This design comes from an exercise in tuning for small area and a short achievable clock period on the open sky130 flow, not from production work. RTL that was checked went through simulation tests only; none was proved equivalent to the original. Function not checked in run 5: the RTL went through the layout flow alone. Power figures rest on the tool's default switching activity, not on a simulated workload.

==> flow/design.v <==
module controller
(
	input  [7:0] opcode,
	output jump,
	output is_alu,
	output [1:0] kind,
	output rd_dmem,
	output wr_dmem,
	output mem_op
);
	wire hi0 = (opcode[7:3] == 5'd0);
	assign rd_dmem = hi0 & (opcode[2:0] == 3'd0);
	assign wr_dmem = hi0 & (opcode[2:0] == 3'd1);
	assign jump    = hi0 & (opcode[2:0] == 3'd2);
	assign mem_op  = hi0 & (opcode[2:1] == 2'd0);
	assign is_alu  = hi0 & (opcode[2:0] >= 3'd3) & (opcode[2:0] <= 3'd6);
	assign kind[0] = opcode[2] & ~opcode[0];
	assign kind[1] = opcode[2] & (opcode[1] | opcode[0]);
endmodule
module data_memory_control
(
	input  mem_op,
	input  [7:0] d,
	output [7:0] dm_abus
);
	assign dm_abus = mem_op ? d : 8'h00;
endmodule
module instruction_control
(
	input  clk,
	input  reset,
	output im_abus_valid,
	output [7:0] im_abus_data,
	input  jump,
	input  [7:0] d
);
	reg [7:0] PC;
	always @ (posedge clk or posedge reset)
	begin
		if (reset)
			PC <= 8'hFF;
		else if (jump)
			PC <= d;
		else
			PC <= PC + 1'b1;
	end
	assign im_abus_valid = 1'b1;
	assign im_abus_data = PC;
endmodule
module alu_stage #(parameter I = 0)
(
	input  is_div,
	input  is_mul,
	input  en_q,              
	input  a_i,               
	input  [7:0] BI,
	input  [7:0] xin,         
	output [7:0] xo,          
	output q
);
	localparam integer W = 8 - I;
	wire [W:0] c;
	wire [W-1:0] s, y;
	wire [7:0] x;
	wire g = is_div | a_i;
	genvar j;
	generate
		if (I < 7) begin : g_hi
			assign x[7:I+1] = xin[7:I+1];
		end
		if (I > 0) begin : g_lo
			assign x[I-1:0] = 8'h00;
			assign xo[I-1:0] = 8'h00;
		end
	endgenerate
	assign x[I] = a_i & ~is_mul;
	assign c[0] = is_div;
	generate
		for (j = 0; j < W; j = j + 1) begin : g_bit
			assign y[j] = BI[j] & g;
			assign s[j] = x[I+j] ^ y[j] ^ c[j];
			assign c[j+1] = (x[I+j] & y[j]) | (x[I+j] & c[j]) | (y[j] & c[j]);
		end
	endgenerate
	assign q = en_q & c[W];
	wire sel = is_mul | q;
	assign xo[7:I] = sel ? s : x[7:I];
endmodule
module alu_pre
(
	input  is_div,
	input  is_mul,
	input  [7:0] A,
	input  [7:0] B,
	input  [7:0] BI,
	output [7:0] X,
	output [7:4] Q
);
	wire [7:0] x7, x6, x5, x4;
	wire z7 = ~|B[7:1];
	wire z6 = ~|B[7:2];
	wire z5 = ~|B[7:3];
	wire z4 = ~|B[7:4];
	alu_stage #(7) s7 (.is_div(is_div), .is_mul(is_mul), .en_q(is_div & z7), .a_i(A[7]), .BI(BI), .xin(8'h00), .xo(x7), .q(Q[7]));
	alu_stage #(6) s6 (.is_div(is_div), .is_mul(is_mul), .en_q(is_div & z6), .a_i(A[6]), .BI(BI), .xin(x7), .xo(x6), .q(Q[6]));
	alu_stage #(5) s5 (.is_div(is_div), .is_mul(is_mul), .en_q(is_div & z5), .a_i(A[5]), .BI(BI), .xin(x6), .xo(x5), .q(Q[5]));
	alu_stage #(4) s4 (.is_div(is_div), .is_mul(is_mul), .en_q(is_div & z4), .a_i(A[4]), .BI(BI), .xin(x5), .xo(x4), .q(Q[4]));
	assign X = {x4[7:4], A[3:0]};
endmodule
module alu
(
	input  [1:0] kind,
	input  [7:0] A,
	input  [7:0] BI,
	input  [7:4] QH,
	output [7:0] Y
);
	wire is_div = kind[1] & kind[0];
	wire is_mul = kind[1] & ~kind[0];
	wire [7:0] x3, x2, x1;
	wire [3:0] q;
	wire z3 = &BI[7:5];
	wire z2 = &BI[7:6];
	wire z1 = BI[7];
	alu_stage #(3) s3 (.is_div(is_div), .is_mul(is_mul), .en_q(is_div & z3), .a_i(A[3]), .BI(BI), .xin(A), .xo(x3), .q(q[3]));
	alu_stage #(2) s2 (.is_div(is_div), .is_mul(is_mul), .en_q(is_div & z2), .a_i(A[2]), .BI(BI), .xin(x3), .xo(x2), .q(q[2]));
	alu_stage #(1) s1 (.is_div(is_div), .is_mul(is_mul), .en_q(is_div & z1), .a_i(A[1]), .BI(BI), .xin(x2), .xo(x1), .q(q[1]));
	wire [8:0] c0;
	wire [7:0] s0, y0, x0;
	wire g0 = ~is_mul | A[0];
	assign x0[7:1] = x1[7:1];
	assign x0[0] = A[0] & ~is_mul;
	assign c0[0] = kind[0];
	genvar j;
	generate
		for (j = 0; j < 8; j = j + 1) begin : g_s0
			assign y0[j] = BI[j] & g0;
			assign s0[j] = x0[j] ^ y0[j] ^ c0[j];
			assign c0[j+1] = (x0[j] & y0[j]) | (x0[j] & c0[j]) | (y0[j] & c0[j]);
		end
	endgenerate
	assign q[0] = c0[8];
	assign Y = is_div ? {QH, q} : s0;
endmodule
module operation_module
(
	input  clk,
	input  reset,
	input  [7:0] d,
	input  is_alu,
	input  [1:0] kind,
	input  rd_dmem,
	input  wr_dmem,
	input  [7:0] dm_in_dbus,
	output [7:0] dm_out_dbus
);
	reg        L;         
	reg  [7:0] AC;
	reg  [7:0] op_a;      
	reg  [7:0] op_b;      
	reg  [1:0] op_k;      
	reg  [7:4] op_q;      
	wire [7:0] R;
	wire [7:0] p_x;
	wire [7:4] p_q;
	wire [7:0] db = d ^ {8{kind[0]}};
	alu_pre alu_pre_inst
	(
		.is_div(kind[1] & kind[0]),
		.is_mul(~(kind[1] & kind[0])),
		.A(AC),
		.B(d),
		.BI(db),
		.X(p_x),
		.Q(p_q)
	);
	alu alu_inst
	(
		.kind(op_k),
		.A(op_a),
		.BI(op_b),
		.QH(op_q),
		.Y(R)
	);
	always @ (posedge clk or posedge reset)
	begin
		if (reset)
		begin
			L    <= 1'b0;
			AC   <= 8'h00;
			op_a <= 8'h00;
			op_b <= 8'h00;
			op_k <= 2'b00;
		end
		else
		begin
			L    <= rd_dmem;
			AC   <= L ? dm_in_dbus : R;
			op_a <= is_alu ? (kind[1] ? p_x : AC) : R;
			op_b <= is_alu ? db : 8'h00;
			op_k <= is_alu ? kind : 2'b00;
		end
	end
	always @ (posedge clk)
		op_q <= p_q;
	assign dm_out_dbus = wr_dmem ? AC : 8'h00;
endmodule
module simple_cpu_top
(
	input  clk,
	input  reset,
	output im_abus_valid,
	output [ 7:0] im_abus_data,
	input  [15:0] im_dbus,
	output rd_mem,
	output wr_mem,
	output [7:0] dm_abus,
	input  [7:0] dm_in_dbus,
	output [7:0] dm_out_dbus
);
	wire [7:0] d  = im_dbus[7:0];
	wire jump, is_alu, mem_op;
	wire [1:0] kind;
	controller controller_inst
	(
		.opcode(im_dbus[15:8]),
		.jump(jump),
		.is_alu(is_alu),
		.kind(kind),
		.rd_dmem(rd_mem),
		.wr_dmem(wr_mem),
		.mem_op(mem_op)
	);
	instruction_control instruction_control_inst
	(
		.clk(clk),
		.reset(reset),
		.im_abus_valid(im_abus_valid),
		.im_abus_data(im_abus_data),
		.jump(jump),
		.d(d)
	);
	data_memory_control data_memory_control_inst
	(
		.mem_op(mem_op),
		.d(d),
		.dm_abus(dm_abus)
	);
	operation_module operation_module_inst
	(
		.clk(clk),
		.reset(reset),
		.d(d),
		.is_alu(is_alu),
		.kind(kind),
		.rd_dmem(rd_mem),
		.wr_dmem(wr_mem),
		.dm_in_dbus(dm_in_dbus),
		.dm_out_dbus(dm_out_dbus)
	);
endmodule
==> flow/flow/run.sh <==
#!/bin/bash
# Layout flow: the standard ORFS flow (standard.sh) with
#  - synthesis as synth_recipe.tcl, but ABC maps with flow/area.abc
#    (area-oriented mapping, no ABC buffering or sizing)
#  - plain buf_1 cells as the port buffers
#  - a clock tree of clkbuf_8 cells without dummy loads
# Each tool's output is in the ORFS logs under orfs/logs; make's own output
# is in make_finish.log.
set -euo pipefail
here=$(pwd)
{
  head -n 1 synth_recipe.tcl
  echo "proc abc {args} { set i [lsearch \$args -script]; if {\$i >= 0} { lset args [expr {\$i + 1}] $here/flow/area.abc }; yosys abc {*}\$args }"
  tail -n +2 synth_recipe.tcl
} > own_synth.tcl
bash standard.sh SYNTH_SCRIPT="$here/own_synth.tcl" \
  BUFFER_PORTS_ARGS="-buffer_cell sky130_fd_sc_hd__buf_1" \
  CTS_ARGS="-sink_clustering_enable -sink_clustering_size 50 -sink_clustering_max_diameter 400 -buf_list sky130_fd_sc_hd__clkbuf_8 -root_buf sky130_fd_sc_hd__clkbuf_8 -dont_use_dummy_load -repair_clock_nets" \
  SETUP_SLACK_MARGIN=19 finish > make_finish.log 2>&1
==> flow/flow/area.abc <==
strash
dc2
dch -f
amap
topo
stime -c
==> flow/standard.sh <==
#!/bin/bash
# synth_recipe.tcl (not shown) runs the flow's synth.tcl, then flattens the netlist and writes it again
# the make line also repeats each setting of config.mk as NAME=value (left out here)
make -C /OpenROAD-flow-scripts/flow DESIGN_CONFIG=/design/flow/config.mk WORK_HOME=/design/flow/orfs CLKGATE_MAP_FILE= SYNTH_SCRIPT=/design/flow/synth_recipe.tcl "${@:-finish}"
==> flow/config.mk <==
export PLATFORM = sky130hd
export DESIGN_NAME = simple_cpu_top
export DESIGN_NICKNAME = simple_cpu_top
export VERILOG_FILES = /design/flow/design.v
export SDC_FILE = /design/flow/constraint.sdc
export NUM_CORES = 4
export LEC_CHECK = 0
export ABC_AREA = 1
export CAP_MARGIN = 20
export CORE_MARGIN = 2
export CORE_UTILIZATION = 40
export SLEW_MARGIN = 20
==> flow/constraint.sdc <==
create_clock -name core_clock -period 34.0 [get_ports {clk}]
set_input_delay 6.8000 -clock core_clock [delete_from_list [all_inputs] [get_ports {clk}]]
set_output_delay 6.8000 -clock core_clock [all_outputs]
set_load 0.01 [all_outputs]
==> results of run 1 <==
-- critical path, delay by kind of cell --
kind,cells,cell delay [ps]
AND/OR/NAND/NOR,5,930
buffers and inverters,3,350
-- flip-flops by register name, summed over array words and instances (netlist names) --
name	flops
operation_module_inst.op_a	8
operation_module_inst.L	1
operation_module_inst.op_k	2
operation_module_inst.op_b	8
operation_module_inst.AC	8
operation_module_inst.op_q	4
instruction_control_inst.PC	8
-- stage by stage --
step / power (W) / instance area, um^2 / util / hold slack (ps)
after global routing: 0.0002114 / 3358 / 0.4680 / 552.9
after detailed placement: 0.0001650 / 3253 / 0.4534 / 529.4
after floorplan: 0.0001402 / 2923 / - / 487.4
after global placement: 0.0001612 / 3253 / 0.4534 / 513.3
after CTS: 0.0001941 / 3339 / 0.4654 / 537.7
final: 0.0001920 / 3358 / 0.4680 / 534.1
-- routing by layer --
metal | vias up | routed length (um)
li1 | 1280 | -
met1 | 1288 | 3462
met5 | - | 0
met4 | 0 | 121
met3 | 12 | 345
met2 | 76 | 3689
-- path summary, 6_finish.rpt --
path | startpoint | endpoint | slack (ps) | depth (start not counted)
worst max-delay path | im_dbus[12] | dm_out_dbus[3] | 19130 | 8
worst min-delay path | operation_module_inst.op_q[4]$_DFF_P_ | operation_module_inst.AC[4]$_DFF_PP0_ | 530 | 2
worst max register to register | operation_module_inst.op_k[0]$_DFF_PP0_ | operation_module_inst.AC[7]$_DFF_PP0_ | 21360 | 43
worst min register to register | operation_module_inst.op_q[4]$_DFF_P_ | operation_module_inst.AC[4]$_DFF_PP0_ | 530 | 2
max in group asynchronous | reset | instruction_control_inst.PC[0]$_DFF_PP1_ | 27060 | 3
min in group asynchronous | reset | operation_module_inst.L$_DFF_PP0_ | 6570 | 3
-- logic make-up after synthesis --
family / count (synthesis) / share of synthesized area
buf+inv: 52 / 0.06806
compound gates: 102 / 0.2213
flops: 39 / 0.3305
simple gates: 108 / 0.1554
other cells: 1 / 0.001283
fa+ha+maj: 33 / 0.2235
-- where the power goes --
group          internal (W)   total, W  switching [W]
logic             0.0000365  0.0000879      0.0000514
registers         0.0000635  0.0000757      0.0000121
clock network     0.0000132  0.0000285      0.0000152
-- cell usage in the layout (no fill, tap or decap), drive strengths merged, types with 2 or more instances in the layout --
| cell | count |
|---|---|
| clkbuf | 8 |
| o21ai | 24 |
| a211oi | 4 |
| nand3 | 3 |
| dfstp | 8 |
| buf | 53 |
| nor2 | 67 |
| nor4 | 2 |
| clkinv | 51 |
| dfrtp | 27 |
| fa | 32 |
| nand2 | 18 |
| o32ai | 3 |
| a21oi | 22 |
| nand4 | 2 |
| o22a | 5 |
| o21a | 2 |
| a221oi | 6 |
| dfxtp | 4 |
| o21bai | 3 |
| or3 | 2 |
| o22ai | 26 |
| nor2b | 8 |
| nor3 | 4 |
-- layout make-up --
cell class | count | area (um^2) | share of cell area
tap | 99 | 123.9 | 0.03689
timing repair buffer | 56 | 232.7 | 0.06930
clock buffer | 5 | 68.82 | 0.02049
multi-input combinational | 244 | 1770 | 0.5272
sequential | 39 | 965.9 | 0.2876
inverter | 51 | 196.4 | 0.05849
-- what timing repair did --
item / CTS / global route
hold buffers: 0 / 0
pin swaps: 0 / 1
setup buffers: 0 / 2
setup endpoints to repair: 8 / 8
gates resized for setup: 5 / 3
==> impl_metrics.yaml, run 1 <==
placed_design:
  dp.final_hpwl_um: 5943
  place_inst: 487
  gpl.final_weighted_congestion: 0.9265
  portBuffers: 51
  place_ws_ps: 18600
worst_setup_path:
  cp_data_arrival_time_ps: 8070
  critical_path.max_fanout: 8
  cp_cell_sequence: "buf_1 > nor3_1 > nand2_1 > or3_4 > nor2_4 > clkinv_4 > nor2_1 > clkbuf_2"
  cpPeakStageDelay_ps: 380
  crit_required_ps: 27200
  crit_path_top_delay_cell: "sky130_fd_sc_hd__or3_4"
  critPathKind: "in2out"
  timing.critical_path.to_type: "primary output"
  critical_path.startpoint_type: "primary input"
sta:
  final_max_slew_viol_count: 0
  timing.final.crit_share: 0.4374
  finalWorstPathRequiredPeriod_ps: 14870
  timing_worst_slew_pin_value_ps: 895.5
  slew_headroom: 0.3967
  setup_viol_count_final: 0
  report.final.hold_viol_count: 0
  setup_ws_ps: 19130
  setup_repair_after_global_routing_missed_its_margin: "false"
  maxClockFrequency_mhz: 67.24
  fin_skew_ps: 14.56
  setup_tns_ps: 0
yosys:
  ys.flop_type: "sky130_fd_sc_hd__dfrtp_1"
  post_synth_instance_area_mm2: 0.002923
  synth_cells: 335
  synthDominantAreaCellType: "sky130_fd_sc_hd__dfrtp_1"
  synth.area.top_cells: "sky130_fd_sc_hd__dfrtp_1 23%, sky130_fd_sc_hd__fa_1 22%, sky130_fd_sc_hd__nor2_1 8.6%"
  synth_edf_count: 0
  synth.top_cells.by_count: "67 x sky130_fd_sc_hd__nor2_1, 51 x sky130_fd_sc_hd__clkinv_1, 32 x sky130_fd_sc_hd__fa_1"
  synth_seq_cells: 39
  post_synth_top_area_share: 0.2312
  yosysMostFrequentCell: "sky130_fd_sc_hd__nor2_1"
  postSynth.asyncResetShare: 0.8974
  synth_fp_nets: 394
  warnings_from_yosys: 2
  synth_seq_area_share: 0.3305
  postSynthAreaPerCell_um2: 8.725
  synth.distinct_cells: 34
global_routing:
  grt_first_pass_wirelength_um: 12700
  vias_in_the_first_global_route: 2575
  global_route.usage.met1: 0.2836
  gr-usage-met3: 0.03047
  grt_max_degree: 36
  grt_busiest_layer: "met2"
  aggregate_global_route_resource_usage: 0.2107
  global_route.overflow_total: 0
  grt.met2_usage: 0.3542
  antenna_found_initial: 0
clocking:
  root_buffer_cell: "sky130_fd_sc_hd__clkbuf_8"
  tritoncts: "yes"
  htree_num_levels: 2
  tritoncts_num_sinks: 39
  clkLatencyLatePin_ps: 290
  clk_pin_slew_worst_paths_ps: 70
  clock_path_buffers: 2
  cts_inserted_buffers: 5
route:
  vias_per_cell: 5.377
  dr.first_iter.drc_count: 87
  num_vias: 2656
  routed_wire_length_per_instance_um: 15.42
  drt_first_pass_iters: 4
  drc: 0
  postRouteWirelength_um: 7618
  antenna_left: 0
cells_and_area:
  num-fill-cells: 751
  syn2layout_area_growth_pct: 14.90
  stdcell_count: 494
  antenna_cells: 0
  drive_gt1_frac: 0.06076
  finish.net_count: 456
die:
  die_height_um: 89.48
  die_area_mm2: 0.008007
  io-pin-count: 53
  coreArea_mm2: 0.007176
  floorplan.initialDensity: 0.4073
  num_rows: 31
  chipWidth_um: 89.48
flow_run:
  max_cap_violations: 0
power:
  power.leakage_nw: 1.255
  power.density_cell_area_mw_per_mm2: 57.17
  max-vdd-ir-drop_mv: 0.03150
status:
  outcome: "no timing/DRC/antenna violations"
min_path:
  worst_hold_path_type: "reg2reg"
==> run 2: changes to the inputs <==
--- a/flow/flow/run.sh
+++ b/flow/flow/run.sh
@@ -4,6 +4,8 @@
 #    (area-oriented mapping, no ABC buffering or sizing)
 #  - plain buf_1 cells as the port buffers
 #  - a clock tree of clkbuf_8 cells without dummy loads
+#  - timing repair aiming for 19 ns of setup slack (the clock period stays
+#    the design's; the repair only sizes and buffers harder)
 # Each tool's output is in the ORFS logs under orfs/logs; make's own output
 # is in make_finish.log.
 set -euo pipefail
==> run 2 against run 1 <==
  * Still clean on timing, DRC and antenna
  * Synthesized area did not move
  * Worst setup slack did not move
  * Sequential share of layout area did not move
  * Wire length did not move
  * Synthesized cell count did not move
  * Largest cell class unchanged
==> impl_metrics.yaml, run 2 <==
min_path:
  worst_hold_path_type: "reg2reg"
yosys:
  synth_fa_ha_area_frac: 0.2235
  synth-compound-area-share: 0.2213
  ys.flop_type: "sky130_fd_sc_hd__dfrtp_1"
  postSynth.asyncResetShare: 0.8974
  synth_seq_cells: 39
  synth_seq_area_share: 0.3305
  synth-xor-area-share: 0
  synth_edf_count: 0
  post_synth_top_area_share: 0.2312
  synth.top_cells.by_count: "67 x sky130_fd_sc_hd__nor2_1, 51 x sky130_fd_sc_hd__clkinv_1, 32 x sky130_fd_sc_hd__fa_1"
  synth_fp_nets: 394
  synth-simple-area-share: 0.1554
  warnings_from_yosys: 2
  synth.mux.area_fraction: 0
  yosysMostFrequentCell: "sky130_fd_sc_hd__nor2_1"
  synthDominantAreaCellType: "sky130_fd_sc_hd__dfrtp_1"
  synth.area.top_cells: "sky130_fd_sc_hd__dfrtp_1 23%, sky130_fd_sc_hd__fa_1 22%, sky130_fd_sc_hd__nor2_1 8.6%"
  main_combinational_cell_family_by_area_after_synthesis: "adder cells"
  synth.distinct_cells: 34
  synth_cells: 335
  postSynthAreaPerCell_um2: 8.725
  post_synth_instance_area_mm2: 0.002923
sta:
  maxClockFrequency_mhz: 67.24
  fin_worst_hold_slack_ps: 534.1
  timing_worst_slew_pin_value_ps: 895.5
  report.final.hold_viol_count: 0
  setup_viol_count_final: 0
  slew_headroom: 0.3967
  setup_repair_after_global_routing_missed_its_margin: "false"
  setup_tns_ps: 0
  fin_skew_ps: 14.56
  timing.final.crit_share: 0.4374
  final_max_slew_viol_count: 0
  finalWorstPathRequiredPeriod_ps: 14870
placed_design:
  placed_area_mm2: 0.003253
  dp.final_hpwl_um: 5943
  portBuffers: 51
  gpl.final_weighted_congestion: 0.9265
worst_setup_path:
  critical_path.max_fanout: 8
  timing.critical_path.to_type: "primary output"
  cp_cell_sequence: "buf_1 > nor3_1 > nand2_1 > or3_4 > nor2_4 > clkinv_4 > nor2_1 > clkbuf_2"
  crit_path_top_delay_cell: "sky130_fd_sc_hd__or3_4"
  crit_required_ps: 27200
  cpPeakStageDelay_ps: 380
  cp_data_arrival_time_ps: 8070
  critical_path.startpoint_type: "primary input"
  critPathKind: "in2out"
global_routing:
  vias_in_the_first_global_route: 2575
  antenna_found_initial: 0
  aggregate_global_route_resource_usage: 0.2107
  grt_first_pass_wirelength_um: 12700
  global_route.overflow_total: 0
  grt_max_degree: 36
die:
  die_height_um: 89.48
  die_area_mm2: 0.008007
  coreArea_mm2: 0.007176
  num_rows: 31
  floorplan.initialDensity: 0.4073
  io-pin-count: 53
  chipWidth_um: 89.48
route:
  dr.first_iter.drc_count: 87
  drc: 0
  routed_wire_length_per_instance_um: 15.42
  drt_first_pass_iters: 4
  num_vias: 2656
  wl_met1_um: 3462
  antenna_left: 0
  wl_met2_um: 3689
  vias_per_cell: 5.377
  top_layer_used: "met4"
  route.met3.wl_um: 345
  postRouteWirelength_um: 7618
clocking:
  cts_inserted_buffers: 5
  root_buffer_cell: "sky130_fd_sc_hd__clkbuf_8"
  clkLatencyLatePin_ps: 290
  htree_num_levels: 2
  clk_pin_slew_worst_paths_ps: 70
  clock_path_buffers: 2
  tritoncts: "yes"
  tritoncts_num_sinks: 39
cells_and_area:
  design_area_mm2: 0.003358
  layout_commonest_cell: "sky130_fd_sc_hd__nor2_1"
  finish.net_count: 456
  drive_gt1_frac: 0.06076
  post-route-util: 0.4680
  syn2layout_area_growth_pct: 14.90
  antenna_cells: 0
  final_cell_mix: "66 x sky130_fd_sc_hd__nor2_1, 50 x sky130_fd_sc_hd__clkinv_1, 48 x sky130_fd_sc_hd__buf_1"
power:
  power.share.clock: 0.148
  intPower_w: 0.0001133
  power.share.combinational: 0.458
  power_switching_w: 0.00007872
  max-vdd-ir-drop_mv: 0.03150
  power.density_cell_area_mw_per_mm2: 57.17
  power.sequential.fraction: 0.394
  power.leakage_nw: 1.255
  fin_total_pwr_w: 0.0001920
  switching_share: 0.4100
flow_run:
  max_cap_violations: 0
status:
  outcome: "no timing/DRC/antenna violations"
[run 2: cell counts after synthesis]
No cell type changed its count.
[run 2: power by group through the flow]
stage | logic (W) | registers, W | clock network, W
after floorplan | 0.0000648 | 0.0000754 | 0
after global placement | 0.0000852 | 0.0000761 | 0
after detailed placement | 0.0000889 | 0.0000761 | 0
after CTS | 0.0000894 | 0.0000756 | 0.0000291
after global routing | 0.000103 | 0.0000778 | 0.0000308
final | 0.0000879 | 0.0000757 | 0.0000285
[run 2: critical path: cells and delay by family]
family	cells	cell delay [ps]
buf+inv	3	350
simple gates	5	930
[run 2: cell families (layout without fill, tap and decap cells)]
| family | after synthesis | in the layout |
|---|---|---|
| other | 1 | 1 |
| buffers and inverters | 52 | 112 |
| and+or+nand+nor | 108 | 108 |
| AOI/OAI and AO/OA | 102 | 102 |
| DFF | 39 | 39 |
| adders and majority gates | 33 | 33 |
[run 2: metrics by stage]
stage               worst slack [ps]  instances
detailed placement             18600        487
global placement               18630        487
global route                   19030        494
finish                         19130        494
floorplan                      19010        335
CTS                            19020        492
[run 2: area by class of cell]
class                   instances  area (um^2)
multi-input cells             244         1770
clock buffers                   5        68.82
well taps                      99        123.9
fillers                       751         3817
flip-flops and latches         39        965.9
repair buffers                 56        232.7
inverters                      51        196.4
[run 2: per-layer routing]
metal / vias to the layer above / track usage
li1: 1280 / -
met1: 1288 / 0.2836
met2: 76 / 0.3542
met3: 12 / 0.03047
met4: 0 / 0.06242
met5: - / 0
[run 2: final timing paths]
| kind | start | end | slack, ps | cells after the start |
|---|---|---|---|---|
| max in group asynchronous | reset | instruction_control_inst.PC[0]$_DFF_PP1_ | 27060 | 3 |
| min reg2reg | operation_module_inst.op_q[4]$_DFF_P_ | operation_module_inst.AC[4]$_DFF_PP0_ | 530 | 2 |
| max | im_dbus[12] | dm_out_dbus[3] | 19130 | 8 |
| min in group asynchronous | reset | operation_module_inst.L$_DFF_PP0_ | 6570 | 3 |
| max reg2reg | operation_module_inst.op_k[0]$_DFF_PP0_ | operation_module_inst.AC[7]$_DFF_PP0_ | 21360 | 43 |
| min | operation_module_inst.op_q[4]$_DFF_P_ | operation_module_inst.AC[4]$_DFF_PP0_ | 530 | 2 |
[run 2: repair_timing]
action | 4_1_cts | 5_1_grt
resized for setup | 5 | 3
endpoints found under the setup margin | 8 | 8
gates cloned | 0 | 0
hold buffers | 0 | 0
buffers inserted | 0 | 2
pin swaps | 0 | 1
==> run 3: changes to the inputs <==
--- a/flow/config.mk
+++ b/flow/config.mk
@@ -8,5 +8,5 @@
 export ABC_AREA = 1
 export CAP_MARGIN = 20
 export CORE_MARGIN = 2
-export CORE_UTILIZATION = 40
+export CORE_UTILIZATION = 75
 export SLEW_MARGIN = 20
==> run 3 against run 2 <==
  * Core utilization rose by 42 points
  * Wire length rose by 16%
  * Worst setup slack got worse by 80 ps
  * Synthesized cell count did not move
  * Largest power group unchanged
  * Critical path type unchanged
  * Still clean
  * Hold slack barely moved
  * Critical endpoint unchanged
  * Largest cell class unchanged
==> impl_metrics.yaml, run 3 <==
status:
  outcome: "no timing/DRC/antenna violations"
cells_and_area:
  syn2layout_area_growth_pct: 13.18
  drive_gt1_frac: 0.06297
  antenna_cells: 0
  final_cell_mix: "66 x sky130_fd_sc_hd__nor2_1, 50 x sky130_fd_sc_hd__clkinv_1, 49 x sky130_fd_sc_hd__buf_1"
  finish.net_count: 458
  layout_commonest_cell: "sky130_fd_sc_hd__nor2_1"
power:
  power.density_cell_area_mw_per_mm2: 60.57
  fin_total_pwr_w: 0.0002004
  power.leakage_nw: 1.260
  max-vdd-ir-drop_mv: 0.03517
global_routing:
  grt_first_pass_wirelength_um: 13170
  vias_in_the_first_global_route: 2770
  global_route.overflow_total: 0
  grt_max_degree: 36
  antenna_found_initial: 0
  aggregate_global_route_resource_usage: 0.4080
placed_design:
  portBuffers: 51
  place_ws_ps: 18680
  gpl.final_weighted_congestion: 0.9150
  dp.final_hpwl_um: 5989
yosys:
  synth_seq_cells: 39
  synth_fa_ha_area_frac: 0.2235
  synth_seq_area_share: 0.3305
  postSynth.asyncResetShare: 0.8974
  synth.top_cells.by_count: "67 x sky130_fd_sc_hd__nor2_1, 51 x sky130_fd_sc_hd__clkinv_1, 32 x sky130_fd_sc_hd__fa_1"
  synth-simple-area-share: 0.1554
  synth_fp_nets: 394
  synthDominantAreaCellType: "sky130_fd_sc_hd__dfrtp_1"
  synth.distinct_cells: 34
  post_synth_top_area_share: 0.2312
  post_synth_instance_area_mm2: 0.002923
  synth.area.top_cells: "sky130_fd_sc_hd__dfrtp_1 23%, sky130_fd_sc_hd__fa_1 22%, sky130_fd_sc_hd__nor2_1 8.6%"
  main_combinational_cell_family_by_area_after_synthesis: "adder cells"
  ys.flop_type: "sky130_fd_sc_hd__dfrtp_1"
  postSynthAreaPerCell_um2: 8.725
  synth_edf_count: 0
  warnings_from_yosys: 2
  synth_cells: 335
  synth-compound-area-share: 0.2213
  yosysMostFrequentCell: "sky130_fd_sc_hd__nor2_1"
  synth-xor-area-share: 0
  synth.mux.area_fraction: 0
worst_setup_path:
  cpPeakStageDelay_ps: 400
  critical_path_most_common_cell: "sky130_fd_sc_hd__buf_1"
  timing.critical_path.buf_inv: 3
  cp_cell_sequence: "buf_1 > nor3_1 > nand2_1 > or3_4 > nor2_4 > clkinv_4 > nor2_1 > buf_1"
  critical_path.max_fanout: 8
  timing.critical_path.max_delay_family: "simple AND/OR/NAND/NOR gates"
  critPathKind: "in2out"
  timing.critical_path.to_type: "primary output"
  cp_data_arrival_time_ps: 8150
  crit_required_ps: 27200
  critical_path.startpoint_type: "primary input"
  crit_path_top_delay_cell: "sky130_fd_sc_hd__or3_4"
route:
  dr.first_iter.drc_count: 409
  vias_per_cell: 6.717
  routed_wire_length_per_instance_um: 19.87
  antenna_left: 0
  postRouteWirelength_um: 8844
  num_vias: 2989
  drt_first_pass_iters: 5
  drc: 0
sta:
  slew_headroom: 0.4206
  setup_ws_ps: 19050
  timing.final.crit_share: 0.4398
  timing_worst_slew_pin_value_ps: 860.1
  setup_repair_after_global_routing_missed_its_margin: "false"
  final_max_slew_viol_count: 0
  setup_tns_ps: 0
  fin_skew_ps: 18.41
  setup_viol_count_final: 0
  report.final.hold_viol_count: 0
  finalWorstPathRequiredPeriod_ps: 14950
  maxClockFrequency_mhz: 66.88
clocking:
  htree_num_levels: 2
  clock_path_buffers: 2
  tritoncts: "yes"
  root_buffer_cell: "sky130_fd_sc_hd__clkbuf_8"
  cts_hold_repair.buffers: 0
  tritoncts_num_sinks: 39
  clk_pin_slew_worst_paths_ps: 70
  cts_inserted_buffers: 5
  clkLatencyLatePin_ps: 300
die:
  die_area_mm2: 0.004412
  io-pin-count: 53
  num_rows: 22
  chipWidth_um: 66.43
  coreArea_mm2: 0.003716
  floorplan.initialDensity: 0.7865
  die_height_um: 66.43
min_path:
  worst_hold_path_type: "reg2reg"
flow_run:
  max_cap_violations: 0
run 3: cell types whose count changed in the layout (fill, tap and decap cells not counted):
cell / change
sky130_fd_sc_hd__buf_1: +1
sky130_fd_sc_hd__buf_4: +2
sky130_fd_sc_hd__clkbuf_2: -1
run 3: cell families (layout without fill, tap and decap cells):
| group | count (synthesis) | in the layout |
|---|---|---|
| AO/OA/AOI/OAI | 102 | 102 |
| adder cells (fa/ha/maj) | 33 | 33 |
| buffers and inverters | 52 | 114 |
| flip-flops | 39 | 39 |
| other | 1 | 1 |
| AND/OR/NAND/NOR | 108 | 108 |
run 3: layout make-up:
cell class | instances | area, um^2
repair buffers | 58 | 246.5
inverters | 51 | 196.4
multi-input cells | 244 | 1770
clock buffers | 5 | 68.82
flip-flops and latches | 39 | 965.9
fillers | 191 | 407.9
well taps | 48 | 60.06
run 3: through the flow:
stage	instances	hold slack (ps)	utilization	cell area [um^2]
3_5_place_dp	436	518.9	0.8582	3189
5_1_grt	445	555.7	0.8902	3308
6_report	445	533.7	0.8902	3308
4_1_cts	441	533.7	0.8801	3271
3_3_place_gp	436	511.8	0.8582	3189
2_1_floorplan	335	487.4	-	2923
run 3: timing repair:
item | CTS | global route
pin swaps | 0 | 1
gates resized for setup | 4 | 3
endpoints found under the setup margin | 8 | 8
buffers inserted | 0 | 4
endpoints found under the hold margin | 0 | 0
run 3: final timing paths:
check / from / endpoint / slack [ps] / cells past startpoint
min in group asynchronous: reset / operation_module_inst.op_k[1]$_DFF_PP0_ / 6580 / 3
max in group asynchronous: reset / instruction_control_inst.PC[6]$_DFF_PP1_ / 27080 / 3
max: im_dbus[12] / dm_out_dbus[3] / 19050 / 8
min: operation_module_inst.op_q[4]$_DFF_P_ / operation_module_inst.AC[4]$_DFF_PP0_ / 530 / 2
min reg2reg: operation_module_inst.op_q[4]$_DFF_P_ / operation_module_inst.AC[4]$_DFF_PP0_ / 530 / 2
max reg2reg: operation_module_inst.op_k[0]$_DFF_PP0_ / operation_module_inst.AC[7]$_DFF_PP0_ / 20830 / 43
run 3: tightest hold or removal path, cell delays in order (launching register included):
cell	delay, ps
sky130_fd_sc_hd__dfxtp_1	300
sky130_fd_sc_hd__a21oi_1	70
sky130_fd_sc_hd__o21ai_0	140
run 3: metal layers:
metal / GRT usage / up-vias / wire (um)
met3: 0.08518 / 60 / 884
met1: 0.4942 / 1398 / 3085
met2: 0.6800 / 254 / 4420
li1: - / 1277 / -
met5: 0 / - / 0
met4: 0.2219 / 0 / 453
run 3: power breakdown:
| part | switching, W | total [W] | leakage [nW] | internal (W) |
|---|---|---|---|---|
| clock | 0.0000153 | 0.0000285 | 0.0359 | 0.0000132 |
| combinational | 0.0000574 | 0.0000949 | 0.773 | 0.0000375 |
| sequential | 0.0000133 | 0.0000769 | 0.451 | 0.0000636 |
| total | 0.0000861 | 0.000200 | 1.26 | 0.000114 |
==> run 4: changes to the inputs <==
--- a/flow/config.mk
+++ b/flow/config.mk
@@ -8,5 +8,5 @@
 export ABC_AREA = 1
 export CAP_MARGIN = 20
 export CORE_MARGIN = 2
-export CORE_UTILIZATION = 75
+export CORE_UTILIZATION = 60
 export SLEW_MARGIN = 20
==> run 4 against run 3 <==
  * Synthesized area did not move
  * Via count fell by 12%
  * Still clean
  * Non-clock buffer count fell by 4
  * Critical path depth did not move
  * Highest routed layer unchanged
  * Critical endpoint is now dm_out_dbus[6]
==> impl_metrics.yaml, run 4 <==
sta:
  slew_headroom: 0.3973
  maxClockFrequency_mhz: 67.39
  setup_tns_ps: 0
  setup_ws_ps: 19160
  fin_skew_ps: 17.93
  finalWorstPathRequiredPeriod_ps: 14840
  final_max_slew_viol_count: 0
  setup_viol_count_final: 0
  timing.final.crit_share: 0.4364
  timing_worst_slew_pin_value_ps: 894.6
  setup_repair_after_global_routing_missed_its_margin: "false"
  report.final.hold_viol_count: 0
power:
  power_switching_w: 0.00007677
  power.sequential.fraction: 0.399
  max-vdd-ir-drop_mv: 0.04316
  power.density_cell_area_mw_per_mm2: 57.48
  power.share.combinational: 0.453
  power.leakage_nw: 1.236
  switching_share: 0.4051
  intPower_w: 0.0001127
  power.share.clock: 0.148
clocking:
  tritoncts: "yes"
  cts_inserted_buffers: 5
  root_buffer_cell: "sky130_fd_sc_hd__clkbuf_8"
  tritoncts_num_sinks: 39
  clkLatencyLatePin_ps: 290
  htree_num_levels: 2
  clock_path_buffers: 2
  clk_pin_slew_worst_paths_ps: 70
placed_design:
  dp.final_hpwl_um: 5462
  portBuffers: 51
  gpl.final_weighted_congestion: 0.9082
  place_ws_ps: 18710
worst_setup_path:
  cp_cell_sequence: "buf_1 > nor3_1 > nand2_1 > or3_4 > nor2_4 > inv_4 > nor2_1 > buf_1"
  critical_path.startpoint_type: "primary input"
  critical_path_most_common_cell: "sky130_fd_sc_hd__buf_1"
  timing.critical_path.max_delay_family: "simple AND/OR/NAND/NOR gates"
  cp_data_arrival_time_ps: 8040
  crit_required_ps: 27200
  timing.critical_path.to_type: "primary output"
  cpPeakStageDelay_ps: 400
  crit_path_top_delay_cell: "sky130_fd_sc_hd__or3_4"
  timing.critical_path.buf_inv: 3
  critPathKind: "in2out"
  critical_path.max_fanout: 10
route:
  drc: 0
  antenna_left: 0
  dr.first_iter.drc_count: 129
  vias_per_cell: 5.696
  num_vias: 2620
  postRouteWirelength_um: 6962
  drt_first_pass_iters: 4
  routed_wire_length_per_instance_um: 15.13
yosys:
  synth_seq_cells: 39
  postSynth.asyncResetShare: 0.8974
  warnings_from_yosys: 2
  synth.distinct_cells: 34
  postSynthAreaPerCell_um2: 8.725
  synth_cells: 335
  synth_fp_nets: 394
  synth_edf_count: 0
  yosysMostFrequentCell: "sky130_fd_sc_hd__nor2_1"
  synth.area.top_cells: "sky130_fd_sc_hd__dfrtp_1 23%, sky130_fd_sc_hd__fa_1 22%, sky130_fd_sc_hd__nor2_1 8.6%"
  post_synth_instance_area_mm2: 0.002923
  synth.top_cells.by_count: "67 x sky130_fd_sc_hd__nor2_1, 51 x sky130_fd_sc_hd__clkinv_1, 32 x sky130_fd_sc_hd__fa_1"
  synth_seq_area_share: 0.3305
  post_synth_top_area_share: 0.2312
  synthDominantAreaCellType: "sky130_fd_sc_hd__dfrtp_1"
  ys.flop_type: "sky130_fd_sc_hd__dfrtp_1"
min_path:
  worst_hold_path_type: "reg2reg"
flow_run:
  max_cap_violations: 0
cells_and_area:
  finish.net_count: 454
  layout_commonest_cell: "sky130_fd_sc_hd__nor2_1"
  drive_gt1_frac: 0.04835
  syn2layout_area_growth_pct: 12.80
  num-fill-cells: 414
  antenna_cells: 0
  final_cell_mix: "66 x sky130_fd_sc_hd__nor2_1, 51 x sky130_fd_sc_hd__buf_1, 50 x sky130_fd_sc_hd__clkinv_1"
global_routing:
  gr-usage-met3: 0.03978
  grt_busiest_layer: "met2"
  vias_in_the_first_global_route: 2468
  grt.met2_usage: 0.4712
  grt_max_degree: 36
  antenna_found_initial: 0
  grt_first_pass_wirelength_um: 11820
  aggregate_global_route_resource_usage: 0.2895
  global_route.overflow_total: 0
  global_route.usage.met1: 0.4016
status:
  outcome: "no timing/DRC/antenna violations"
die:
  chipWidth_um: 73.80
  die_area_mm2: 0.005446
  coreArea_mm2: 0.004723
  io-pin-count: 53
  die_height_um: 73.80
  floorplan.initialDensity: 0.6188
  num_rows: 25
-- run 4: cell types whose count changed in the layout (fill, tap and decap cells not counted), sizes merged --
cell / delta
inv: +1
clkbuf: -2
clkinv: -1
buf: -2
-- run 4: metal layers --
layer	up-vias	wire length, um
li1	1269	-
met1	1259	3124
met2	77	3361
met3	15	314
met4	0	161
met5	-	0
-- run 4: kinds of logic (layout without fill, tap and decap cells) --
| group | count (synthesis) | in the layout | synth area share |
|---|---|---|---|
| other | 1 | 1 | 0.001283 |
| DFF | 39 | 39 | 0.3305 |
| adders and majority gates | 33 | 33 | 0.2235 |
| buffers and inverters | 52 | 110 | 0.06806 |
| and+or+nand+nor | 108 | 108 | 0.1554 |
| AOI/OAI and AO/OA | 102 | 102 | 0.2213 |
-- run 4: cell type report --
cell class / instances / area, um^2 / area share
Sequential cell: 39 / 965.9 / 0.2930
Tap cell: 67 / 83.83 / 0.02543
Clock buffer: 5 / 68.82 / 0.02087
Inverter: 51 / 193.9 / 0.05882
Multi-Input combinational cell: 244 / 1770 / 0.5370
Timing Repair Buffer: 54 / 214.0 / 0.06490
-- run 4: worst paths after layout --
path / end / startpoint / slack [ps] / depth (start not counted)
max reg2reg: operation_module_inst.AC[7]$_DFF_PP0_ / operation_module_inst.op_k[0]$_DFF_PP0_ / 21450 / 43
min: operation_module_inst.op_q[7]$_DFF_P_ / operation_module_inst.AC[7]$_DFF_PP0_ / 510 / 1
max: dm_out_dbus[6] / im_dbus[12] / 19160 / 8
max in group asynchronous: instruction_control_inst.PC[0]$_DFF_PP1_ / reset / 27110 / 3
min in group asynchronous: operation_module_inst.op_k[0]$_DFF_PP0_ / reset / 6560 / 3
min reg2reg: operation_module_inst.op_q[7]$_DFF_P_ / operation_module_inst.AC[7]$_DFF_PP0_ / 510 / 1
-- run 4: through the flow --
| step | hold slack, ps | total power [W] | cells | utilization | cell area (um^2) |
|---|---|---|---|---|---|
| 6_report | 514.6 | 0.0001895 | 460 | 0.6980 | 3297 |
| 5_1_grt | 520.6 | 0.0002085 | 460 | 0.6980 | 3297 |
| 4_1_cts | 514.7 | 0.0001908 | 460 | 0.6967 | 3291 |
| 3_5_place_dp | 524.9 | 0.0001623 | 455 | 0.6803 | 3213 |
| 3_3_place_gp | 512.5 | 0.0001602 | 455 | 0.6803 | 3213 |
| 2_1_floorplan | 487.4 | 0.0001402 | 335 | - | 2923 |
-- run 4: power groups by stage --
stage	registers [W]	logic [W]	clock network, W
2_1_floorplan	0.0000754	0.0000648	0
3_3_place_gp	0.0000758	0.0000843	0
3_5_place_dp	0.0000759	0.0000863	0
4_1_cts	0.0000753	0.0000871	0.0000283
5_1_grt	0.0000776	0.000100	0.0000307
6_report	0.0000756	0.0000859	0.0000281
-- run 4: what timing repair did --
action	in CTS	in global routing
hold buffers	0	0
pin swaps	0	1
resized for setup	3	2
setup endpoints to repair	8	8
buffers inserted	0	0
-- run 4: worst reg2reg max path, delay by kind of cell, from the launching register on --
kind / cells / cell delay, ps
AO/OA/AOI/OAI: 5 / 1090
adder cells (fa/ha/maj): 23 / 8650
buffers and inverters: 6 / 910
flip-flops: 1 / 400
AND/OR/NAND/NOR: 9 / 1370
==> run 5: changes to the inputs <==
--- a/flow/design.v
+++ b/flow/design.v
@@ -155,7 +155,8 @@
 	output [7:0] dm_out_dbus
 );
 	reg        L;         
-	reg  [7:0] AC;
+	reg  [7:0] ACn;       
+	wire [7:0] AC = ~ACn;
 	reg  [7:0] op_a;      
 	reg  [7:0] op_b;      
 	reg  [1:0] op_k;      
@@ -187,7 +188,7 @@
 		if (reset)
 		begin
 			L    <= 1'b0;
-			AC   <= 8'h00;
+			ACn  <= 8'hFF;
 			op_a <= 8'h00;
 			op_b <= 8'h00;
 			op_k <= 2'b00;
@@ -195,7 +196,7 @@
 		else
 		begin
 			L    <= rd_dmem;
-			AC   <= L ? dm_in_dbus : R;
+			ACn  <= ~(L ? dm_in_dbus : R);
 			op_a <= is_alu ? (kind[1] ? p_x : AC) : R;
 			op_b <= is_alu ? db : 8'h00;
 			op_k <= is_alu ? kind : 2'b00;
==> run 5 against run 4 <==
  * Still clean on timing, DRC and antenna
  * Via count down 0.73%
  * Maximum frequency down 0.32%
  * Synthesized area down 0.30%
  * Sequential share of layout area up 0.30 points
  * Critical path type unchanged
  * Largest cell class unchanged
==> impl_metrics.yaml, run 5 <==
power:
  max-vdd-ir-drop_mv: 0.03469
  power.share.clock: 0.143
  intPower_w: 0.0001184
  power.share.combinational: 0.447
  power_switching_w: 0.00007679
  power.sequential.fraction: 0.410
  switching_share: 0.3934
  power.leakage_nw: 1.281
  fin_total_pwr_w: 0.0001952
  power.density_cell_area_mw_per_mm2: 59.20
yosys:
  synth.top_cells.by_count: "74 x sky130_fd_sc_hd__nor2_1, 49 x sky130_fd_sc_hd__clkinv_1, 32 x sky130_fd_sc_hd__fa_1"
  ys.flop_type: "sky130_fd_sc_hd__dfrtp_1"
  synth_seq_area_share: 0.3349
  postSynth.asyncResetShare: 0.8974
  yosysMostFrequentCell: "sky130_fd_sc_hd__nor2_1"
  synth.distinct_cells: 34
  synthDominantAreaCellType: "sky130_fd_sc_hd__fa_1"
  synth.area.top_cells: "sky130_fd_sc_hd__fa_1 22%, sky130_fd_sc_hd__dfrtp_1 16%, sky130_fd_sc_hd__dfstp_2 14%"
  synth_cells: 331
  post_synth_top_area_share: 0.2198
  synth_fp_nets: 390
  post_synth_instance_area_mm2: 0.002914
  synth_seq_cells: 39
  synth_edf_count: 0
  warnings_from_yosys: 2
  postSynthAreaPerCell_um2: 8.804
worst_setup_path:
  critical_path_most_common_cell: "sky130_fd_sc_hd__buf_1"
  reg2reg_depth: 43
  cp_cell_sequence: "buf_1 > nor3_1 > nand2_1 > or3_4 > nor2_4 > clkinv_4 > nor2_1 > buf_1"
  critical_path.max_fanout: 8
  timing.critical_path.to_type: "primary output"
  cp_data_arrival_time_ps: 8090
  regToRegEndpoint: "operation_module_inst.ACn[7]$_DFF_PP1_"
  cpPeakStageDelay_ps: 380
  timing.critical_path.max_delay_family: "simple AND/OR/NAND/NOR gates"
  critical_path.startpoint_type: "primary input"
  crit_required_ps: 27200
  crit-reg2reg-launch: "operation_module_inst.op_k[0]$_DFF_PP0_"
  crit_path_top_delay_cell: "sky130_fd_sc_hd__or3_4"
  r2r_slack_ps: 21400
  timing.critical_path.buf_inv: 3
  critPathKind: "in2out"
route:
  drt_first_pass_iters: 4
  vias_per_cell: 5.832
  postRouteWirelength_um: 7020
  dr.first_iter.drc_count: 145
  top_layer_used: "met4"
  route.met3.wl_um: 405
  num_vias: 2601
  antenna_left: 0
  drc: 0
  wl_met1_um: 3154
  routed_wire_length_per_instance_um: 15.74
  wl_met2_um: 3332
sta:
  fin_skew_ps: 10.05
  slew_headroom: 0.5404
  report.final.hold_viol_count: 0
  setup_ws_ps: 19110
  setup_tns_ps: 0
  maxClockFrequency_mhz: 67.17
  fin_worst_hold_slack_ps: 526.9
  final_max_slew_viol_count: 0
  setup_repair_after_global_routing_missed_its_margin: "false"
  finalWorstPathRequiredPeriod_ps: 14890
  setup_viol_count_final: 0
  timing_worst_slew_pin_value_ps: 682.2
  timing.final.crit_share: 0.4378
clocking:
  htree_num_levels: 2
  clkLatencyLatePin_ps: 290
  cts_hold_repair.buffers: 0
  clk_pin_slew_worst_paths_ps: 80
  tritoncts: "yes"
  tritoncts_num_sinks: 39
  clock_path_buffers: 2
  cts_inserted_buffers: 5
  root_buffer_cell: "sky130_fd_sc_hd__clkbuf_8"
min_path:
  hold-path-endpoint: "operation_module_inst.ACn[4]$_DFF_PP1_"
  worstHoldPathCells: 3
  worst_hold_path_type: "reg2reg"
  min-delay-start: "operation_module_inst.op_q[4]$_DFF_P_"
die:
  die_height_um: 73.69
  floorplan.initialDensity: 0.6211
  io-pin-count: 53
  coreArea_mm2: 0.004692
  die_area_mm2: 0.005430
  chipWidth_um: 73.69
  num_rows: 25
placed_design:
  place_ws_ps: 18670
  portBuffers: 51
  dp.final_hpwl_um: 5513
  gpl.final_weighted_congestion: 0.8968
global_routing:
  grt_first_pass_wirelength_um: 11730
  antenna_found_initial: 0
  grt_max_degree: 36
  vias_in_the_first_global_route: 2466
  global_route.overflow_total: 0
  aggregate_global_route_resource_usage: 0.2866
flow_run:
  max_cap_violations: 0
cells_and_area:
  layout_commonest_cell: "sky130_fd_sc_hd__nor2_1"
  antenna_cells: 0
  final_cell_mix: "73 x sky130_fd_sc_hd__nor2_1, 51 x sky130_fd_sc_hd__buf_1, 48 x sky130_fd_sc_hd__clkinv_1"
  drive_gt1_frac: 0.07653
  finish.net_count: 453
  syn2layout_area_growth_pct: 13.14
status:
  outcome: "no timing/DRC/antenna violations"
## run 5: layout make-up
cell class	count	area, um^2
Clock buffer	5	68.82
Sequential cell	39	975.9
Tap cell	54	67.56
Multi-Input combinational cell	242	1759
Inverter	49	188.9
Timing Repair Buffer	57	236.5
Fill cell	390	1395
## run 5: timing repair
action / 4_1_cts / 5_1_grt
buffers inserted: 0 / 2
endpoints found under the setup margin: 8 / 8
gates resized for setup: 4 / 1
cloned: 0 / 0
pin swaps: 0 / 1
## run 5: per-layer routing
layer | vias to the layer above | global-route usage
met4 | 0 | 0.07475
met1 | 1233 | 0.4029
met3 | 13 | 0.05213
li1 | 1259 | -
met5 | - | 0
met2 | 96 | 0.4613
## run 5: cells by family after synthesis
group                      Yosys count  share of synthesized area
DFF                                 39                     0.3349
adders and majority gates           33                     0.2241
buffers and inverters               50                    0.06570
and+or+nand+nor                    117                     0.1675
AOI/OAI and AO/OA                   91                     0.2065
other                                1                   0.001287
## run 5: power by group through the flow
stage / logic [W] / clock network [W] / registers (W)
CTS: 0.0000880 / 0.0000287 / 0.0000797
finish: 0.0000873 / 0.0000279 / 0.0000800
global placement: 0.0000850 / 0 / 0.0000804
global route: 0.0000999 / 0.0000303 / 0.0000820
floorplan: 0.0000658 / 0 / 0.0000792
detailed placement: 0.0000874 / 0 / 0.0000802
## run 5: how the worst max path moves through the flow
stage	to	slack (ps)	start	cells after the start
finish	dm_out_dbus[4]	19110	im_dbus[12]	8
global route	dm_out_dbus[4]	19030	im_dbus[12]	8
CTS	dm_out_dbus[4]	19000	im_dbus[12]	8
detailed placement	dm_out_dbus[4]	18670	im_dbus[12]	8
global placement	dm_out_dbus[4]	18740	im_dbus[12]	8
floorplan	dm_out_dbus[0]	19010	im_dbus[12]	6
## run 5: stage by stage
step | instance area (um^2) | std cells | util
after CTS | 3277 | 444 | 0.6984
after global routing | 3297 | 446 | 0.7027
after detailed placement | 3196 | 439 | 0.6811
final | 3297 | 446 | 0.7027
after global placement | 3196 | 439 | 0.6811
after floorplan | 2914 | 331 | -
## run 5: worst register-to-register path, delay by kind of cell (launching register included)
family                   cells  cell delay (ps)
AO/OA/AOI/OAI                6             1120
adder cells (fa/ha/maj)     23             9010
buffers and inverters        5              720
flip-flops                   1              360
AND/OR/NAND/NOR              9             1340
==> run 6: changes to the inputs <==
--- a/flow/design.v
+++ b/flow/design.v
@@ -155,8 +155,7 @@
 	output [7:0] dm_out_dbus
 );
 	reg        L;         
-	reg  [7:0] ACn;       
-	wire [7:0] AC = ~ACn;
+	reg  [7:0] AC;
 	reg  [7:0] op_a;      
 	reg  [7:0] op_b;      
 	reg  [1:0] op_k;      
@@ -188,7 +187,7 @@
 		if (reset)
 		begin
 			L    <= 1'b0;
-			ACn  <= 8'hFF;
+			AC   <= 8'h00;
 			op_a <= 8'h00;
 			op_b <= 8'h00;
 			op_k <= 2'b00;
@@ -196,7 +195,7 @@
 		else
 		begin
 			L    <= rd_dmem;
-			ACn  <= ~(L ? dm_in_dbus : R);
+			AC   <= L ? dm_in_dbus : R;
 			op_a <= is_alu ? (kind[1] ? p_x : AC) : R;
 			op_b <= is_alu ? db : 8'h00;
 			op_k <= is_alu ? kind : 2'b00;
--- a/flow/flow/run.sh
+++ b/flow/flow/run.sh
@@ -4,7 +4,7 @@
 #    (area-oriented mapping, no ABC buffering or sizing)
 #  - plain buf_1 cells as the port buffers
 #  - a clock tree of clkbuf_8 cells without dummy loads
-#  - timing repair aiming for 19 ns of setup slack (the clock period stays
+#  - timing repair aiming for 19.5 ns of setup slack (the clock period stays
 #    the design's; the repair only sizes and buffers harder)
 # Each tool's output is in the ORFS logs under orfs/logs; make's own output
 # is in make_finish.log.
@@ -18,4 +18,4 @@
 bash standard.sh SYNTH_SCRIPT="$here/own_synth.tcl" \
   BUFFER_PORTS_ARGS="-buffer_cell sky130_fd_sc_hd__buf_1" \
   CTS_ARGS="-sink_clustering_enable -sink_clustering_size 50 -sink_clustering_max_diameter 400 -buf_list sky130_fd_sc_hd__clkbuf_8 -root_buf sky130_fd_sc_hd__clkbuf_8 -dont_use_dummy_load -repair_clock_nets" \
-  SETUP_SLACK_MARGIN=19 finish > make_finish.log 2>&1
+  SETUP_SLACK_MARGIN=19.5 finish > make_finish.log 2>&1
==> run 6 against run 5 <==
  * Worst setup slack improved by 79 ps
  * Global-route usage increased by 0.54 points
  * Via count rose by 1.3%
  * Sequential power shrank 5.3%
  * Still clean
  * Total power shrank 1.9%
==> impl_metrics.yaml, run 6 <==
yosys:
  synthDominantAreaCellType: "sky130_fd_sc_hd__dfrtp_1"
  synth_fp_nets: 394
  postSynth.asyncResetShare: 0.8974
  synth.area.top_cells: "sky130_fd_sc_hd__dfrtp_1 23%, sky130_fd_sc_hd__fa_1 22%, sky130_fd_sc_hd__nor2_1 8.6%"
  warnings_from_yosys: 2
  synth_seq_cells: 39
  synth.distinct_cells: 34
  ys.flop_type: "sky130_fd_sc_hd__dfrtp_1"
  synth_seq_area_share: 0.3305
  yosysMostFrequentCell: "sky130_fd_sc_hd__nor2_1"
  synth.top_cells.by_count: "67 x sky130_fd_sc_hd__nor2_1, 51 x sky130_fd_sc_hd__clkinv_1, 32 x sky130_fd_sc_hd__fa_1"
  postSynthAreaPerCell_um2: 8.725
  synth_edf_count: 0
  synth_cells: 335
  post_synth_top_area_share: 0.2312
  post_synth_instance_area_mm2: 0.002923
power:
  power_switching_w: 0.00007815
  power.leakage_nw: 1.335
  max-vdd-ir-drop_mv: 0.03820
  intPower_w: 0.0001134
  power.share.clock: 0.142
  power.density_cell_area_mw_per_mm2: 56.13
  power.share.combinational: 0.463
  power.sequential.fraction: 0.396
  switching_share: 0.4081
sta:
  maxClockFrequency_mhz: 67.53
  fin_skew_ps: 15.57
  setup_viol_count_final: 0
  setup_repair_after_global_routing_missed_its_margin: "true"
  timing.final.crit_share: 0.4355
  report.final.hold_viol_count: 0
  finalWorstPathRequiredPeriod_ps: 14810
  timing_worst_slew_pin_value_ps: 884.8
  slew_headroom: 0.4039
  final_max_slew_viol_count: 0
  setup_tns_ps: 0
worst_setup_path:
  cp_data_arrival_time_ps: 8010
  crit-reg2reg-launch: "operation_module_inst.op_k[0]$_DFF_PP0_"
  critical_path.max_fanout: 8
  timing.critical_path.to_type: "primary output"
  crit_required_ps: 27200
  critPathKind: "in2out"
  cp-startpoint: "im_dbus[14]"
  critical_path.startpoint_type: "primary input"
route:
  vias_per_cell: 5.679
  antenna_left: 0
  postRouteWirelength_um: 7221
  routed_wire_length_per_instance_um: 15.56
  drc: 0
  drt_first_pass_iters: 4
  num_vias: 2635
  dr.first_iter.drc_count: 142
min_path:
  min-delay-start: "operation_module_inst.op_q[6]$_DFF_P_"
  worst_hold_path_type: "reg2reg"
die:
  coreArea_mm2: 0.004723
  die_height_um: 73.80
  floorplan.initialDensity: 0.6188
  num_rows: 25
  chipWidth_um: 73.80
  die_area_mm2: 0.005446
  io-pin-count: 53
global_routing:
  antenna_found_initial: 0
  grt_max_degree: 36
  vias_in_the_first_global_route: 2598
  grt_first_pass_wirelength_um: 12070
  global_route.overflow_total: 0
  aggregate_global_route_resource_usage: 0.2920
cells_and_area:
  final_cell_mix: "57 x sky130_fd_sc_hd__nor2_1, 50 x sky130_fd_sc_hd__clkinv_1, 33 x sky130_fd_sc_hd__buf_1"
  finish.net_count: 458
  drive_gt1_frac: 0.1285
  layout_commonest_cell: "sky130_fd_sc_hd__nor2_1"
  syn2layout_area_growth_pct: 16.74
  antenna_cells: 0
  design_area_mm2: 0.003412
clocking:
  clock_path_buffers: 2
  htree_num_levels: 2
  tritoncts: "yes"
  cts_inserted_buffers: 5
  cts_hold_repair.buffers: 0
  clkLatencyLatePin_ps: 280
  tritoncts_num_sinks: 39
  clk_pin_slew_worst_paths_ps: 70
  root_buffer_cell: "sky130_fd_sc_hd__clkbuf_8"
flow_run:
  max_cap_violations: 0
placed_design:
  portBuffers: 51
  dp.final_hpwl_um: 5481
  placed_area_mm2: 0.003261
  gpl.final_weighted_congestion: 0.9115
status:
  outcome: "no timing/DRC/antenna violations"
[run 6: cell types whose count changed after synthesis, sizes merged, moves of 3 or more]
cell	before	now
o211ai	3	0
nor2	74	67
dfrtp	19	27
dfstp	16	8
o21ai	15	24
o21bai	0	3
o22a	12	5
o22ai	22	26
nor2b	3	8
a21oi	19	22
[run 6: cells by family (layout without fill, tap and decap cells)]
kind of cell    count (synthesis)  count (layout)  synth area share
compound gates                102             102            0.2213
fa+ha+maj                      33              33            0.2235
buf+inv                        52             114           0.06806
flops                          39              39            0.3305
other cells                     1               1          0.001283
simple gates                  108             108            0.1554
[run 6: worst paths after layout]
check	slack, ps	end	depth (start not counted)
max	19190	dm_out_dbus[4]	8
min	530	operation_module_inst.AC[6]$_DFF_PP0_	2
max in group asynchronous	27100	instruction_control_inst.PC[6]$_DFF_PP1_	3
max reg2reg	21410	operation_module_inst.AC[7]$_DFF_PP0_	43
min reg2reg	530	operation_module_inst.AC[6]$_DFF_PP0_	2
min in group asynchronous	6570	operation_module_inst.op_b[5]$_DFF_PP0_	3
[run 6: critical path, stage by stage]
cell and delay [ps]:
sky130_fd_sc_hd__buf_1 80, sky130_fd_sc_hd__nor3_2 160, sky130_fd_sc_hd__nand2_1 80, sky130_fd_sc_hd__or3_4 350
sky130_fd_sc_hd__nor2_4 130, sky130_fd_sc_hd__clkinv_4 160, sky130_fd_sc_hd__nor2_2 120, sky130_fd_sc_hd__buf_2 120
[run 6: through the flow]
| step | cells | util | hold WS (ps) | total power [W] | setup WS, ps |
|---|---|---|---|---|---|
| 3_3_place_gp | 455 | 0.6903 | 514.1 | 0.0001612 | 19080 |
| 3_5_place_dp | 455 | 0.6903 | 516.0 | 0.0001637 | 19060 |
| 6_report | 464 | 0.7224 | 530.0 | 0.0001915 | 19190 |
| 5_1_grt | 464 | 0.7224 | 557.7 | 0.0002097 | 19100 |
| 4_1_cts | 463 | 0.7171 | 534.0 | 0.0001926 | 19190 |
| 2_1_floorplan | 335 | - | 487.4 | 0.0001414 | 19330 |
[run 6: area by class of cell]
cell class	count	area [um^2]
Clock buffer	5	68.82
Fill cell	391	1311
Inverter	51	196.4
Multi-Input combinational cell	244	1808
Sequential cell	39	965.9
Tap cell	67	83.83
Timing Repair Buffer	58	289.0
[run 6: power groups by stage]
stage	combinational, W	sequential, W	clock (W)
global placement	0.0000852	0.0000760	0
detailed placement	0.0000878	0.0000759	0
finish	0.0000886	0.0000758	0.0000271
CTS	0.0000891	0.0000755	0.0000281
floorplan	0.0000660	0.0000754	0
global route	0.000102	0.0000780	0.0000297
[run 6: repair_timing]
item                                    CTS  global route
cloned                                    0             0
endpoints found under the setup margin   18            18
buffers inserted                          3             1
resized for setup                        20             4
pin swaps                                 3             4
[run 6: metal layers]
| metal | vias up | global-route usage | wire (um) |
|---|---|---|---|
| li1 | 1272 | - | - |
| met2 | 77 | 0.4831 | 3609 |
| met1 | 1276 | 0.4005 | 3207 |
| met3 | 10 | 0.04801 | 313 |
| met5 | - | 0 | 0 |
| met4 | 0 | 0.07677 | 91 |
==> run 7: changes to the inputs <==
--- a/flow/flow/run.sh
+++ b/flow/flow/run.sh
@@ -4,7 +4,7 @@
 #    (area-oriented mapping, no ABC buffering or sizing)
 #  - plain buf_1 cells as the port buffers
 #  - a clock tree of clkbuf_8 cells without dummy loads
-#  - timing repair aiming for 19.5 ns of setup slack (the clock period stays
+#  - timing repair aiming for 18.5 ns of setup slack (the clock period stays
 #    the design's; the repair only sizes and buffers harder)
 # Each tool's output is in the ORFS logs under orfs/logs; make's own output
 # is in make_finish.log.
@@ -18,4 +18,4 @@
 bash standard.sh SYNTH_SCRIPT="$here/own_synth.tcl" \
   BUFFER_PORTS_ARGS="-buffer_cell sky130_fd_sc_hd__buf_1" \
   CTS_ARGS="-sink_clustering_enable -sink_clustering_size 50 -sink_clustering_max_diameter 400 -buf_list sky130_fd_sc_hd__clkbuf_8 -root_buf sky130_fd_sc_hd__clkbuf_8 -dont_use_dummy_load -repair_clock_nets" \
-  SETUP_SLACK_MARGIN=19.5 finish > make_finish.log 2>&1
+  SETUP_SLACK_MARGIN=18.5 finish > make_finish.log 2>&1
==> run 7 against run 6 <==
  * Maximum frequency shrank 1.6%
  * Die area stayed put
  * Wire length fell by 3.7%
  * Sequential power hardly changed
  * Via count fell by 0.80%
  * Clock-buffer cell count stayed put
  * First-iteration DRC count is 9.9% lower
  * Synthesized cell count unchanged
  * Global-route usage shrank 0.19 points
  * Sequential share of layout area rose by 1.1 points
  * Register-to-register slack improved by 40 ps
==> impl_metrics.yaml, run 7 <==
status:
  outcome: "no timing/DRC/antenna violations"
yosys:
  warnings_from_yosys: 2
  synth_edf_count: 0
  post_synth_instance_area_mm2: 0.002923
  synth_seq_cells: 39
  synth_fp_nets: 394
  synth.top_cells.by_count: "67 x sky130_fd_sc_hd__nor2_1, 51 x sky130_fd_sc_hd__clkinv_1, 32 x sky130_fd_sc_hd__fa_1"
  ys.flop_type: "sky130_fd_sc_hd__dfrtp_1"
  synthDominantAreaCellType: "sky130_fd_sc_hd__dfrtp_1"
  postSynth.asyncResetShare: 0.8974
  synth_cells: 335
  synth_seq_area_share: 0.3305
  yosysMostFrequentCell: "sky130_fd_sc_hd__nor2_1"
  post_synth_top_area_share: 0.2312
  synth.area.top_cells: "sky130_fd_sc_hd__dfrtp_1 23%, sky130_fd_sc_hd__fa_1 22%, sky130_fd_sc_hd__nor2_1 8.6%"
  postSynthAreaPerCell_um2: 8.725
  synth.distinct_cells: 34
power:
  intPower_w: 0.0001127
  power.density_cell_area_mw_per_mm2: 57.62
  power.share.clock: 0.148
  power.leakage_nw: 1.233
  max-vdd-ir-drop_mv: 0.04299
  power.share.combinational: 0.453
  power.sequential.fraction: 0.399
  switching_share: 0.4038
  power_switching_w: 0.00007636
die:
  die_area_mm2: 0.005446
  chipWidth_um: 73.80
  coreArea_mm2: 0.004723
  floorplan.initialDensity: 0.6188
  num_rows: 25
  io-pin-count: 53
  die_height_um: 73.80
flow_run:
  max_cap_violations: 0
sta:
  setup_tns_ps: 0
  timing.final.crit_share: 0.4426
  setup_ws_ps: 18950
  setup_viol_count_final: 0
  timing_worst_slew_pin_value_ps: 892.9
  setup_repair_after_global_routing_missed_its_margin: "false"
  final_max_slew_viol_count: 0
  finalWorstPathRequiredPeriod_ps: 15050
  slew_headroom: 0.3984
  maxClockFrequency_mhz: 66.46
  fin_skew_ps: 17.30
  report.final.hold_viol_count: 0
route:
  routed_wire_length_per_instance_um: 15.11
  postRouteWirelength_um: 6952
  num_vias: 2614
  antenna_left: 0
  drc: 0
  drt_first_pass_iters: 4
  vias_per_cell: 5.683
  dr.first_iter.drc_count: 128
worst_setup_path:
  timing.critical_path.max_delay_family: "simple AND/OR/NAND/NOR gates"
  crit_cells: 8
  crit_required_ps: 27200
  cpPeakStageDelay_ps: 490
  timing.critical_path.to_type: "primary output"
  reg2reg_depth: 43
  cp_cell_sequence: "buf_1 > nor3_1 > nand2_1 > or3_1 > nor2_1 > inv_2 > nor2_1 > buf_1"
  critical_path.startpoint_type: "primary input"
  crit_path_top_delay_cell: "sky130_fd_sc_hd__or3_1"
  critPathKind: "in2out"
  timing.critical_path.buf_inv: 3
  critical_path.max_fanout: 10
  cp_data_arrival_time_ps: 8250
cells_and_area:
  multi_input_area_mm2: 0.001758
  sequential_cell_area_um2: 965.9
  num-fill-cells: 417
  finish.net_count: 454
  layout_commonest_cell: "sky130_fd_sc_hd__nor2_1"
  antenna_cells: 0
  syn2layout_area_growth_pct: 12.29
  final_cell_mix: "67 x sky130_fd_sc_hd__nor2_1, 51 x sky130_fd_sc_hd__buf_1, 50 x sky130_fd_sc_hd__clkinv_1"
  drive_gt1_frac: 0.04326
clocking:
  tritoncts_num_sinks: 39
  count_of_cells_resized_by_post_cts_repair: 0
  cts_inserted_buffers: 5
  clk_pin_slew_worst_paths_ps: 70
  htree_num_levels: 2
  root_buffer_cell: "sky130_fd_sc_hd__clkbuf_8"
  clock_path_buffers: 2
  clkLatencyLatePin_ps: 290
  tritoncts: "yes"
  cts_hold_repair.buffers: 0
  cts_setup_buffers: 0
placed_design:
  portBuffers: 51
  dp.final_hpwl_um: 5462
  place_ws_ps: 18710
  gpl.final_weighted_congestion: 0.9082
min_path:
  worst_hold_path_type: "reg2reg"
  worstHoldPathCells: 1
global_routing:
  aggregate_global_route_resource_usage: 0.2901
  vias_in_the_first_global_route: 2478
  grt_first_pass_wirelength_um: 11860
  antenna_found_initial: 0
  global_route.overflow_total: 0
  grt_max_degree: 36
## run 7: worst register-to-register path: cells and delay by family (launching register included)
kind	cells	cell delay, ps
AO/OA/AOI/OAI	5	1090
adder cells (fa/ha/maj)	23	8640
AND/OR/NAND/NOR	9	1370
flip-flops	1	400
buffers and inverters	6	910
## run 7: final cells by class
| class | count | area share |
|---|---|---|
| multi-input cells | 244 | 0.5356 |
| flip-flops and latches | 39 | 0.2943 |
| repair buffers | 54 | 0.06519 |
| inverters | 51 | 0.05833 |
| well taps | 67 | 0.02554 |
| clock buffers | 5 | 0.02097 |
## run 7: kinds of logic (layout without fill, tap and decap cells)
group           count (synthesis)  count (layout)  synth area share
compound gates                102             102            0.2213
fa+ha+maj                      33              33            0.2235
buf+inv                        52             110           0.06806
flops                          39              39            0.3305
other cells                     1               1          0.001283
simple gates                  108             108            0.1554
## run 7: final timing paths
kind | from | slack (ps) | endpoint
max in group asynchronous | reset | 27110 | instruction_control_inst.PC[0]$_DFF_PP1_
worst max register to register | operation_module_inst.op_k[0]$_DFF_PP0_ | 21450 | operation_module_inst.AC[7]$_DFF_PP0_
min in group asynchronous | reset | 6560 | operation_module_inst.op_k[0]$_DFF_PP0_
worst min register to register | operation_module_inst.AC[7]$_DFF_PP0_ | 520 | operation_module_inst.op_q[7]$_DFF_P_
worst max-delay path | im_dbus[12] | 18950 | dm_out_dbus[6]
worst min-delay path | operation_module_inst.AC[7]$_DFF_PP0_ | 520 | operation_module_inst.op_q[7]$_DFF_P_
## run 7: through the flow
stage | power (W) | utilization | cell area (um^2) | hold WS [ps] | cells
after floorplan | 0.0001402 | - | 2923 | 487.4 | 335
after global placement | 0.0001602 | 0.6803 | 3213 | 512.5 | 455
after detailed placement | 0.0001623 | 0.6803 | 3213 | 524.9 | 455
after CTS | 0.0001907 | 0.6948 | 3282 | 514.7 | 460
after global routing | 0.0002084 | 0.6948 | 3282 | 520.6 | 460
final | 0.0001891 | 0.6948 | 3282 | 515.7 | 460
## run 7: power groups by stage
stage          Clock [W]  Sequential [W]  Combinational [W]
6_report       0.0000280       0.0000755          0.0000857
3_5_place_dp           0       0.0000759          0.0000863
4_1_cts        0.0000283       0.0000753          0.0000871
3_3_place_gp           0       0.0000758          0.0000843
2_1_floorplan          0       0.0000754          0.0000648
5_1_grt        0.0000307       0.0000776           0.000100
## run 7: routing by layer
metal	global-route usage	wire length (um)
met3	0.04527	371
met5	0	0
met2	0.4653	3326
met1	0.3998	3061
met4	0.1051	193

Re-timed with assumed drivers on the ports (clkbuf_16 on the clock, buf_2 on other inputs), run 7 has 18.932 ns of setup slack against 18.952 ns with ideal ports, and 18.932 ns once port delays also move by the mid clock arrival of 0.309 ns.
